Context: an optimization exercise on an open-source flow, tuned for small area. The choices shown serve that exercise and are no tape-out recipe. Only simulation tests tie the RTL to the original design; equivalence was not proved.

**design/flow/config.mk**
```make
export PLATFORM = sky130hd
export DESIGN_NAME = fft_top
export DESIGN_NICKNAME = fft_top
export VERILOG_FILES = /design/flow/design.v
export SDC_FILE = /design/flow/constraint.sdc
export NUM_CORES = 4
export LEC_CHECK = 0
export CAP_MARGIN = 20
export CORE_MARGIN = 2
export CORE_UTILIZATION = 40
export SLEW_MARGIN = 20
```
**design/flow/constraint.sdc**
```tcl
create_clock -name core_clock -period 10.0 [get_ports {sys_clk}]
set_input_delay 2.0000 -clock core_clock [delete_from_list [all_inputs] [get_ports {sys_clk}]]
set_output_delay 2.0000 -clock core_clock [all_outputs]
set_load 0.01 [all_outputs]
```
**design/flow/design.v**
```verilog
`timescale 1ns / 1ps
module clk_div #(parameter Isysclk_Tns =20 , Osysclk_Tns=200)
(
    input       locked   ,
    input       clk_in ,              
    output reg clkout 
);
reg [4:0] cnt;
localparam bps_tx_low=Osysclk_Tns/Isysclk_Tns/2;
localparam bps_tx_hig=Osysclk_Tns/Isysclk_Tns;
always @(posedge clk_in) begin
  if(!locked) begin
    clkout  <=0;
    cnt     <=5'd0;
  end 
  else if(cnt == bps_tx_low-1)
  begin
    clkout <= ~clkout;
    cnt <=5'd0;
  end
  else begin
    cnt <= cnt + 5'd1;
    clkout <= clkout;
  end
end
endmodule
  `timescale 1ns / 1ps
  module ads1258 #(parameter Fs_Hz = 1000)
  (
       input                  sysclk            ,
       input                  locked           ,
       input                  Rx_0              ,
       output    reg          Tx_0              ,
       output    reg          Clk_0              ,
       output    reg          CS                ,
       output                   en_Ain0     , 
       output    reg [31:0]   Ain0          
      );
  parameter [4:0] Bit_Num=8       ;
  localparam K_Fs = 28'h2F003A0;
  localparam Num_Cha = 4'd2;
  reg [4:0] spi_reg_c;
  reg          data_32_en;
  reg          data_8_en ;
  reg          CLK_DIV_s ;
  reg          CLK_pp    ;
  wire [7:0] spi_reg [0:23];
  assign spi_reg[0] = 8'h60, spi_reg[1] = 8'h12;
  assign spi_reg[2] = 8'h61, spi_reg[3] = 8'h10;                                              
  assign spi_reg[4] = 8'h62, spi_reg[5] = 8'h00;                                              
  assign spi_reg[6] = 8'h63, spi_reg[7] = 8'h00;                                              
  assign spi_reg[8] = 8'h64, spi_reg[9] = 8'h07;     
  assign spi_reg[10]= 8'h65, spi_reg[11]= 8'h00;     
  assign spi_reg[12]= 8'h66, spi_reg[13]= 8'h00;                                              
  assign spi_reg[14]= 8'h67, spi_reg[15]= 8'hff;                                              
  assign spi_reg[16]= 8'h68, spi_reg[17]= 8'h00;                                              
  assign spi_reg[18]= 8'h80, spi_reg[19]= 8'h30;                                              
  assign spi_reg[20]= 8'hff;                                                                 
  assign spi_reg[21]= 8'hff;                                                                 
  assign spi_reg[22]= 8'hff;                                                                 
  assign spi_reg[23]= 8'hff;                                                                 
  wire Sclk;
  clk_div #(.Isysclk_Tns(20), .Osysclk_Tns(320)) u_sclk(
      .locked(locked)   ,
      .clk_in(sysclk)   ,              
      .clkout(Sclk)
  );
  always @(posedge sysclk ) begin
      if (!locked) begin
          CLK_DIV_s <= 0;
      end else begin
          CLK_DIV_s <= Sclk;
      end
  end
  always @(posedge sysclk ) begin
      if (!locked) begin
          CLK_pp <= 0;
      end else begin
          if (Sclk == 1 && CLK_DIV_s == 0) begin
              CLK_pp <= 1;
          end else begin
              CLK_pp <= 0;
          end
      end
  end    
  wire  [7:0] Tx_med;
  assign Tx_med = spi_reg[spi_reg_c];
  reg [3:0] SPI_Write_State ;
  reg [8:0] Send_Num          ;
  reg [7:0] WRITE_CODE,Send_Code        ;
  reg [7:0] In_Code_0;
  reg [7:0]     READ_CODE_0       ;
  reg         spi_stop,spi_start        ;
  always @(posedge sysclk ) begin
      if (!locked) begin
          SPI_Write_State <= 4'd0;
          Send_Num <= 0;
          CS <= 1'b1;
          Clk_0 <= 1'b0;
          Tx_0 <= 1'b0;
          Send_Code <= 8'b0;
          In_Code_0 <= 8'b0;
          READ_CODE_0 <= 8'b0;
          spi_stop <= 1'b0;
      end 
      else begin
          case (SPI_Write_State)
              0: begin
                  Tx_0 <= 1'b0;
                  spi_stop <= 1'b0;
                  if (spi_start == 1'b1) begin
                      Send_Num <= 0;
                      SPI_Write_State <= 1;
                  end
              end
              1: begin
                  if (CLK_pp == 1'b1) begin
                      Clk_0 <= 1'b0;
                      Send_Code <= WRITE_CODE;
                      SPI_Write_State <= SPI_Write_State + 1;
                  end
              end
              2: begin
                  if (CLK_pp == 1'b1) begin
                      Clk_0 <= 1'b0;
                      Tx_0 <= Send_Code[Bit_Num - 1];    
                      Send_Code <= Send_Code<<1;
                      Send_Num <= Send_Num + 1;
                      SPI_Write_State <= SPI_Write_State + 1;
                      CS <= 1'b0;
                  end
              end
              3: begin
                  if (CLK_pp == 1'b1) begin
                      Clk_0 <= 1'b1;
                      In_Code_0 <= {In_Code_0[Bit_Num - 2:0], Rx_0};           
                      if (Send_Num >= Bit_Num) begin
                          Send_Num <= 0;
                          SPI_Write_State <= SPI_Write_State + 1;
                      end else begin
                          SPI_Write_State <= 2;
                      end
                  end
              end
              4: begin
                  READ_CODE_0 <= In_Code_0;
                  if (CLK_pp == 1'b1) begin
                      Clk_0 <= 1'b0;
                      CS    <= 1'b0;
                      SPI_Write_State <= SPI_Write_State + 1;
                  end
              end
              5: begin
                  Tx_0 <= 1'b0;
                  Clk_0 <= 1'b0;
                  CS <= 1'b0;
                  SPI_Write_State <= 0;
                  spi_stop <= 1'b1;
              end
              default: begin
                  CS <= 1'b1;
                  Clk_0 <= 1'b0;
                  Tx_0 <= 1'b0;
                  Send_Num <= 0;
                  SPI_Write_State <= 0;
              end
          endcase
      end
  end
  reg [15:0] delay_c0 ;
  reg [27:0] delay_c1;
  always @(posedge sysclk ) begin
      if (!locked) begin
          spi_start <= 1'b0;
          WRITE_CODE <= 8'b0;
          spi_reg_c <= 5'd0;
          delay_c0 <= 16'b0;
          delay_c1 <= 28'b0;
          data_8_en <= 1'b0;
          data_32_en <= 1'b0;
      end else begin
          case (spi_reg_c)
              0: begin
                  if (delay_c0 == 16'hf000) begin
                      spi_start <= 1'b1;
                      WRITE_CODE <= Tx_med; 
                      spi_reg_c <= spi_reg_c + 1;
                      delay_c0 <= 16'b0;
                      data_8_en <= 1'b0;
                      data_32_en <= 1'b0;
                  end else begin
                      spi_start <= 1'b0;
                      delay_c0 <= delay_c0 + 1;
                      data_8_en <= 1'b0;
                      data_32_en <= 1'b0;
                  end
              end
              1, 2, 3, 4, 5, 6, 7, 8, 9, 10, 11, 12, 13, 14, 15, 16, 17, 18, 20: begin
                  data_8_en <= 1'b0;
                  data_32_en <= 1'b0;
                  if (spi_stop == 1'b1) begin
                      spi_start <= 1'b1;
                      WRITE_CODE <= Tx_med; 
                      spi_reg_c <= spi_reg_c + 1;
                  end else begin
                      spi_start <= 1'b0;
                  end
              end
              19: begin
                  data_8_en <= 1'b0;
                  data_32_en <= 1'b0;                
                  if (delay_c1 == 28'd98568 ) begin      
                      spi_start <= 1'b1;
                      WRITE_CODE <= Tx_med; 
                      spi_reg_c <= spi_reg_c + 1;
                      delay_c1 <= 28'b0;
                  end else begin
                      spi_start <= 1'b0;
                      delay_c1 <= delay_c1 + 1;
                  end
              end
              21, 22, 23: begin
                  data_32_en <= 1'b0;
                  if (spi_stop == 1'b1) begin
                      spi_start <= 1'b1;
                      WRITE_CODE <= Tx_med; 
                      spi_reg_c <= spi_reg_c + 1;
                      data_8_en <= 1'b1;
                  end else begin
                      spi_start <= 1'b0;
                      data_8_en <= 1'b0;
                  end
              end
              24: begin
                  if (spi_stop == 1'b1) begin
                      spi_start <= 1'b1;
                      WRITE_CODE <= spi_reg[18];
                      spi_reg_c <= spi_reg_c + 1;
                      data_8_en <= 1'b1;
                 end else begin
                      spi_start <= 1'b0;
                      data_8_en <= 1'b0;
                      data_32_en <= 1'b0;
                  end
              end
              25: begin
                  data_8_en <= 1'b0;
                  spi_reg_c <= 18 + 1;
                  data_32_en <= 1'b1;
              end
              default: begin
                  spi_start <= 1'b0;
                  WRITE_CODE <= 8'b00000000;
                  spi_reg_c <= 5'd0;
                  data_8_en <= 1'b0;
                  data_32_en <= 1'b0;
              end
          endcase
      end
  end
    reg [2:0]  Odata_bit_num;
    reg [0:0]  en_Ain0_med,en_Ain1_med;   
    assign en_Ain0 = en_Ain0_med ;
    assign en_Ain1 = en_Ain1_med ;
 always @(posedge sysclk ) begin
      if (!locked) begin
           Ain0 <= 32'b0   ;
           en_Ain0_med <= 1'b0;
           en_Ain1_med <= 1'b0;
           Odata_bit_num<=3'b000;
      end
      else if(data_8_en==1) begin  
           case (Odata_bit_num)
              3'b000: begin
                  Ain0 <= {READ_CODE_0,24'b0};
                  Odata_bit_num<=3'b001;
                 end
              3'b001:begin
                  Ain0 <= {Ain0[31:24],READ_CODE_0,16'b0};
                  Odata_bit_num<=3'b011;
                end  
              3'b011:begin
                  Ain0 <= {Ain0[31:16],READ_CODE_0,8'b0};
                  Odata_bit_num<=3'b010;
                end 
              3'b010:begin
                  Ain0 <= {Ain0[31:8],READ_CODE_0};
                  en_Ain0_med <= 1'b1 ;
                  Odata_bit_num<=3'b000;
                end
              default: ;
          endcase  
     end
     else begin
        en_Ain0_med <= 1'b0 ;
        en_Ain1_med <= 1'b0 ;
     end
  end
endmodule
`timescale 1ns / 1ps
module PID_UV_LED(
    input wire          clk         ,             
    input wire          rst_n       , 
    input wire [31:0]   P_measure           ,       
    input wire [31:0]   P_target    , 
    output reg [31:0]   i_current 
);
parameter KP = 32'd41943040;         
parameter KI = 32'd838861;         
parameter KD = 32'd83886;         
reg [31:0] error;          
reg [31:0] integral;       
reg [31:0] previous_error;  
reg [31:0] derivative;     
reg [31:0] control_signal;  
always @(posedge clk ) begin
    if (!rst_n) begin
        i_current       <= 32'd0;
        error           <= 32'd0;
        integral        <= 32'd0;
        previous_error  <= 32'd0;
        derivative      <= 32'd0;
        control_signal  <= 32'd0;
    end else begin
        error <= P_target - P_measure;
        integral <= integral + error;
        derivative <= error - previous_error ;
        control_signal <= ((KP * error) >> 23) + ((KI * integral) >> 23) + ((KD * derivative) >> 23);
        i_current <= i_current + control_signal;
        if (i_current < 32'd0) begin
            i_current <= 32'd0;
        end else if (i_current > 32'd167772 ) begin  
            i_current <= 32'd167772  ;
        end
        previous_error <= error;
    end
end
endmodule
module fft_top(
    input                   sys_clk     	,
    input                   sys_rst_n   	,
    input                   Rx_0            ,
    output                  Tx_0            ,
    output                  Clk_0            ,
    output                  CS               ,
    output  [31:0]          ad_data0        ,
    output  [31:0]          ad_data1     ,
    output  [31:0]          ad_data2        ,
    output                  en_Ain0       ,
    output                  en_Ain1       ,
    input   [31:0]          P_target        ,
    output  [31:0]          i_current       ,
    input   [31:0]          P_measure
    );
wire [31:0]  Ain0             ;
ads1258 #(.Fs_Hz(1000)) u_ads1258
(
    .sysclk    (sys_clk),
    .locked    (sys_rst_n),
    .Rx_0      (Rx_0 ),
    .Tx_0      (Tx_0 ),
    .Clk_0     (Clk_0),
    .CS        (CS   ),
    .en_Ain0   (en_Ain0   ),
    .Ain0       (Ain0   )
);
reg [31:0] ad_data0_med ;
reg [31:0] ad_data1_med ;
reg [31:0] ad_data2_med ;
assign en_Ain1 = en_Ain0;
assign ad_data0=ad_data0_med[23]? {9'b1,ad_data0_med[22:0]}:{9'b0,ad_data0_med[22:0]} ;
assign ad_data1=ad_data1_med[23]? {9'b1,ad_data1_med[22:0]}:{9'b0,ad_data1_med[22:0]} ;
assign ad_data2=ad_data2_med[23]? {9'b1,ad_data2_med[22:0]}:{9'b0,ad_data2_med[22:0]} ;
    always @(posedge sys_clk)
        begin
            if(!sys_rst_n)   begin
                ad_data0_med <= 32'b111;
                ad_data1_med <= 32'b111;
                ad_data2_med <= 32'd0   ;
            end
            else if(en_Ain0 ==1'b1) begin
                if (Ain0[31:24]== 8'h88) begin
                    ad_data0_med <= Ain0;
                end
                else if (Ain0[31:24]== 8'h89) begin
                    ad_data1_med <= Ain0;
                end
                else if (Ain0[31:24]== 8'h8A) begin
                    ad_data2_med <= Ain0;
                end
                else begin
                    ad_data0_med <= ad_data0_med ;
                    ad_data1_med <= ad_data1_med ;
                    ad_data2_med <= ad_data2_med ;
                end
            end
            else begin
                ad_data0_med <= ad_data0_med ;
                ad_data1_med <= ad_data1_med ;
                ad_data2_med <= ad_data2_med ;
            end
        end
PID_UV_LED PID_UV_LED(
    .clk       (sys_clk)    ,
    .rst_n     (sys_rst_n)   ,
    .P_measure (P_measure)           ,
    .P_target  (P_target)           ,
    .i_current (i_current)
);
endmodule
```
**design/flow/run.sh**
```bash
#!/bin/bash
# synth_recipe.tcl (not shown) runs the flow's synth.tcl, then flattens the netlist and writes it again
# the make line also repeats each setting of config.mk as NAME=value (left out here)
make -C /OpenROAD-flow-scripts/flow DESIGN_CONFIG=/design/flow/config.mk WORK_HOME=/design/flow/orfs CLKGATE_MAP_FILE= SYNTH_SCRIPT=/design/flow/synth_recipe.tcl finish
```
==> Implementation_results.wiki <==
{| class="wikitable"
! Metric !! Value
|-
| Result of the run || complete, no violations
|-
| Finished layout cell area || 36800 um2
|-
| Final Hold Vio Count || 0
|-
| Placeable core area || 80500 um2
|-
| PostCTS Resize Cnt || 0
|-
| Area after DPL || 35300 um2
|-
| Worst-Margin Slew || 1.14 ns
|-
| H-tree depth reported by CTS || 2
|-
| Worst-case clock skew || 0.0359 ns
|-
| Post-Syn Instances || 3611
|-
| Antenna violations before repair || 1
|-
| Detailed Route WL || 80400 um
|-
| Final period demand of the worst path || 8.12 ns
|-
| Worst Path Class, Setup || flip-flop to flip-flop
|-
| Highest clock rate || 0.123 GHz
|-
| Synth Warn # || 5
|-
| Overall via count from detail_route || 24100
|-
| Part of the cycle the worst path needs || 0.812
|-
| Die extent in x || 289 um
|-
| Via count of the first global-routing pass || 24300
|-
| Critical Path Sink Type || flip-flop
|-
| Per-cell via count in the routed design || 4.96
|-
| Number of buffers added by the clock tree synthesis step || 44
|-
| RSZ-0062 raised after global routing || no
|-
| Post-CTS Hold Fix Bufs || 0
|-
| Critical Path Max Stage Delay || 0.54 ns
|-
| Total die area || 83700 um2
|-
| Worst min path class || flip-flop to flip-flop
|-
| Remaining global-route overflow || 0
|-
| Most frequent standard cell in the layout excluding fill and tap cells || inv_1
|-
| Count of antenna diodes in the layout || 0
|-
| Max-capacitance violation count || 0
|-
| Sequential element share of the synthesized area || 0.236
|-
| Die Y-Extent || 289 um
|-
| DRC viols || 0
|-
| Area grow syn2layout || 13.0%
|-
| Kind of start point of the critical path || flip-flop
|-
| Average routed wire per standard cell || 16.6 um
|-
| Number of primary I/O pins || 200
|-
| Routability cong. || 0.892
|-
| Share of final-layout standard cells stronger than drive strength 1 || 0.0271
|-
| Synth Area per Inst || 9.02 um2
|-
| Dominant synthesized flop cell || dfxtp_1
|-
| Detail Placement HPWL || 64600 um
|-
| Global routing usage summed across all routing layers || 0.196
|-
| Setup violations, final || 0
|-
| Clock transition at the registers of the reported paths || 0.06 ns
|-
| Combined area of all synthesized cells || 32600 um2
|-
| Port bufs || 175
|-
| Share of flip-flops with an asynchronous set or reset after synthesis || 0
|-
| DRT antenna net count || 0
|-
| Number of clock sinks seen by CTS || 384
|-
| Number of max-slew violations in the final report || 0
|-
| Critical path arrival || 8.58 ns
|-
| Global-route wire length before repair || 131000 um
|-
| EDFF count, synth || 0
|-
| Remaining max-slew budget at the tightest pin || 0.233
|-
| Number of setup buffers added after CTS || 0
|-
| Number of cell rows || 104
|-
| Slowest CP cell || fa_1
|-
| Most Frequent Cell on Critical Path || fa_1
|-
| DR iter-0 viols || 1234
|-
| TritonCTS clock tree || done
|-
| Final layout net count || 4611
|-
| Data required time at the worst endpoint || 10.45 ns
|-
| Count of different cell masters after synthesis || 78
|-
| Total negative slack || 0 ns
|-
| Initial Utilization || 0.404
|-
| Pre-Repair DR Iteration Count || 5
|-
| Most frequent cells in the layout || inv_1 (586), ha_1 (446), dfxtp_1 (384), fa_1 (328), nand2_1 (293)
|-
| Library cell used as clock root buffer || clkbuf_16
|-
| Count of state elements after synthesis || 384
|-
| Maximum number of pins on one net before global-route repair || 92
|-
| Maximum buffer depth of the clock tree || 3
|-
| Number of fillers in the final layout || 7703
|-
| Largest driver fanout on the critical path || 9
|-
| Worst skew pair latency || 0.59 ns
|}
state kept, by name (all words and copies together) (netlist names), 2 cells and up:
name                       flops
PID_UV_LED.error              32
PID_UV_LED.i_current          32
PID_UV_LED.integral           32
u_ads1258.Ain0                32
PID_UV_LED.derivative         31
PID_UV_LED.previous_error     31
u_ads1258.delay_c1            28
ad_data0_med                  24
ad_data1_med                  24
ad_data2_med                  24
u_ads1258.delay_c0            16
PID_UV_LED.control_signal     11
u_ads1258.Send_Num             9
u_ads1258.In_Code_0            8
u_ads1258.READ_CODE_0          8
u_ads1258.Send_Code            8
u_ads1258.WRITE_CODE           8
u_ads1258.spi_reg_c            5
u_ads1258.u_sclk.cnt           5
u_ads1258.SPI_Write_State      4
u_ads1258.Odata_bit_num        2
worst paths after layout:
kind	depth (start not counted)	from	endpoint	slack [ns]
worst max register to register	31	PID_UV_LED.integral[1]	PID_UV_LED.control_signal[9]	1.88
worst max-delay path	31	PID_UV_LED.integral[1]	PID_UV_LED.control_signal[9]	1.88
worst min register to register	1	u_ads1258.u_sclk.cnt[0]	u_ads1258.u_sclk.cnt[0]	0.45
worst min-delay path	1	u_ads1258.u_sclk.cnt[0]	u_ads1258.u_sclk.cnt[0]	0.45
cells in the mapped netlist (5+ instances only):
| cell type | instances | area, um2 |
|---|---|---|
| inv_1 | 586 | 2200 |
| ha_1 | 446 | 5580 |
| dfxtp_1 | 384 | 7690 |
| fa_1 | 328 | 6570 |
| nand2_1 | 293 | 1100 |
| nor2_1 | 282 | 1060 |
| a21oi_1 | 256 | 1280 |
| xnor2_1 | 126 | 1100 |
| o21ai_0 | 115 | 576 |
| xor2_1 | 88 | 771 |
| clkbuf_1 | 72 | 270 |
| nand3_1 | 62 | 310 |
| and2_1 | 53 | 332 |
| a21o_1 | 51 | 383 |
| nor3_1 | 43 | 215 |
| and3_1 | 32 | 200 |
| nand4_1 | 29 | 181 |
| nor2b_1 | 29 | 181 |
| or3_1 | 26 | 163 |
| buf_4 | 25 | 188 |
| mux2i_1 | 25 | 250 |
| nand2b_1 | 25 | 156 |
| o21a_1 | 19 | 143 |
| o31ai_1 | 19 | 143 |
| a211oi_1 | 16 | 120 |
| a22oi_1 | 16 | 120 |
| a31oi_1 | 15 | 93.8 |
| nor4_1 | 13 | 81.3 |
| o211ai_1 | 13 | 97.6 |
| o21bai_1 | 12 | 90.1 |
| or2_2 | 10 | 62.6 |
| a21boi_0 | 8 | 60.1 |
| buf_1 | 6 | 22.5 |
| a2111oi_0 | 5 | 43.8 |
cell type report:
type,count,area (um2),share of cell area
clock inverter,11,190,0.00517
timing repair buffer,182,1800,0.0490
tap,1060,1330,0.0361
multi-input combinational,2570,22300,0.607
clock buffer,61,1240,0.0338
sequential,384,7690,0.209
inverter,588,2210,0.0602
critical path, delay by kind of cell, from the launching register on:
| family | cells | cell delay, ns |
|---|---|---|
| buffers and inverters | 2 | 0.09 |
| xor gates and xnor gates | 4 | 0.71 |
| and+or+nand+nor | 5 | 0.73 |
| adders and majority gates | 11 | 4.37 |
| DFF | 1 | 0.53 |
| AOI/OAI and AO/OA | 9 | 1.55 |
cells by family after synthesis:
logic type                 after synthesis  share of synthesized area
and+or+nand+nor                        916                      0.129
buffers and inverters                  694                     0.0830
other                                    1                   0.000115
AOI/OAI and AO/OA                      603                      0.113
DFF                                    384                      0.236
muxes                                   25                    0.00769
xor gates and xnor gates               214                     0.0576
adders and majority gates              774                      0.373
per-stage QoR:
stage	hold slack, ns	utilization	setup WS [ns]	std cells
after floorplan	0.367	-	2.55	3648
after global placement	0.425	0.439	2.01	4784
after detailed placement	0.424	0.439	1.92	4784
after CTS	0.451	0.457	1.90	4856
after global routing	0.467	0.457	1.25	4856
final	0.447	0.457	1.88	4856
metal layers:
layer	up-vias	share of wire	GRT usage
met5	-	0	0
met4	0	0.019	0.0455
met3	83	0.041	0.0264
met2	409	0.45	0.314
met1	11500	0.48	0.281
li1	12100	-	-

[separate check: timing with driven ports]
The flow's constraints put no driver on any port. The routed layout listed below was extracted and timed again, unchanged, in two steps. Step 1: set_driving_cell puts a clkbuf_16 on sys_clk and a buf_2 on each other input, an assumption about the parent block. Step 2 adds t to the input delays and takes it off the output delays; t is the mean of the earliest and latest rising clock arrival at the registers after step 1. Input paths then give back, and output paths get back, about the clock's delay inside the block. Three values: no drivers, after step 1, after step 2; two values: the first two.
t (ns): 0.638
slack for setup (ns): 1.877 / 1.877 / 1.877
clock arrival spread, ns: 0.036 / 0.036
After both steps this run still meets setup and hold. The setup slack of this run moves by 0.000 ns with the drivers and by 0.000 ns with both steps.
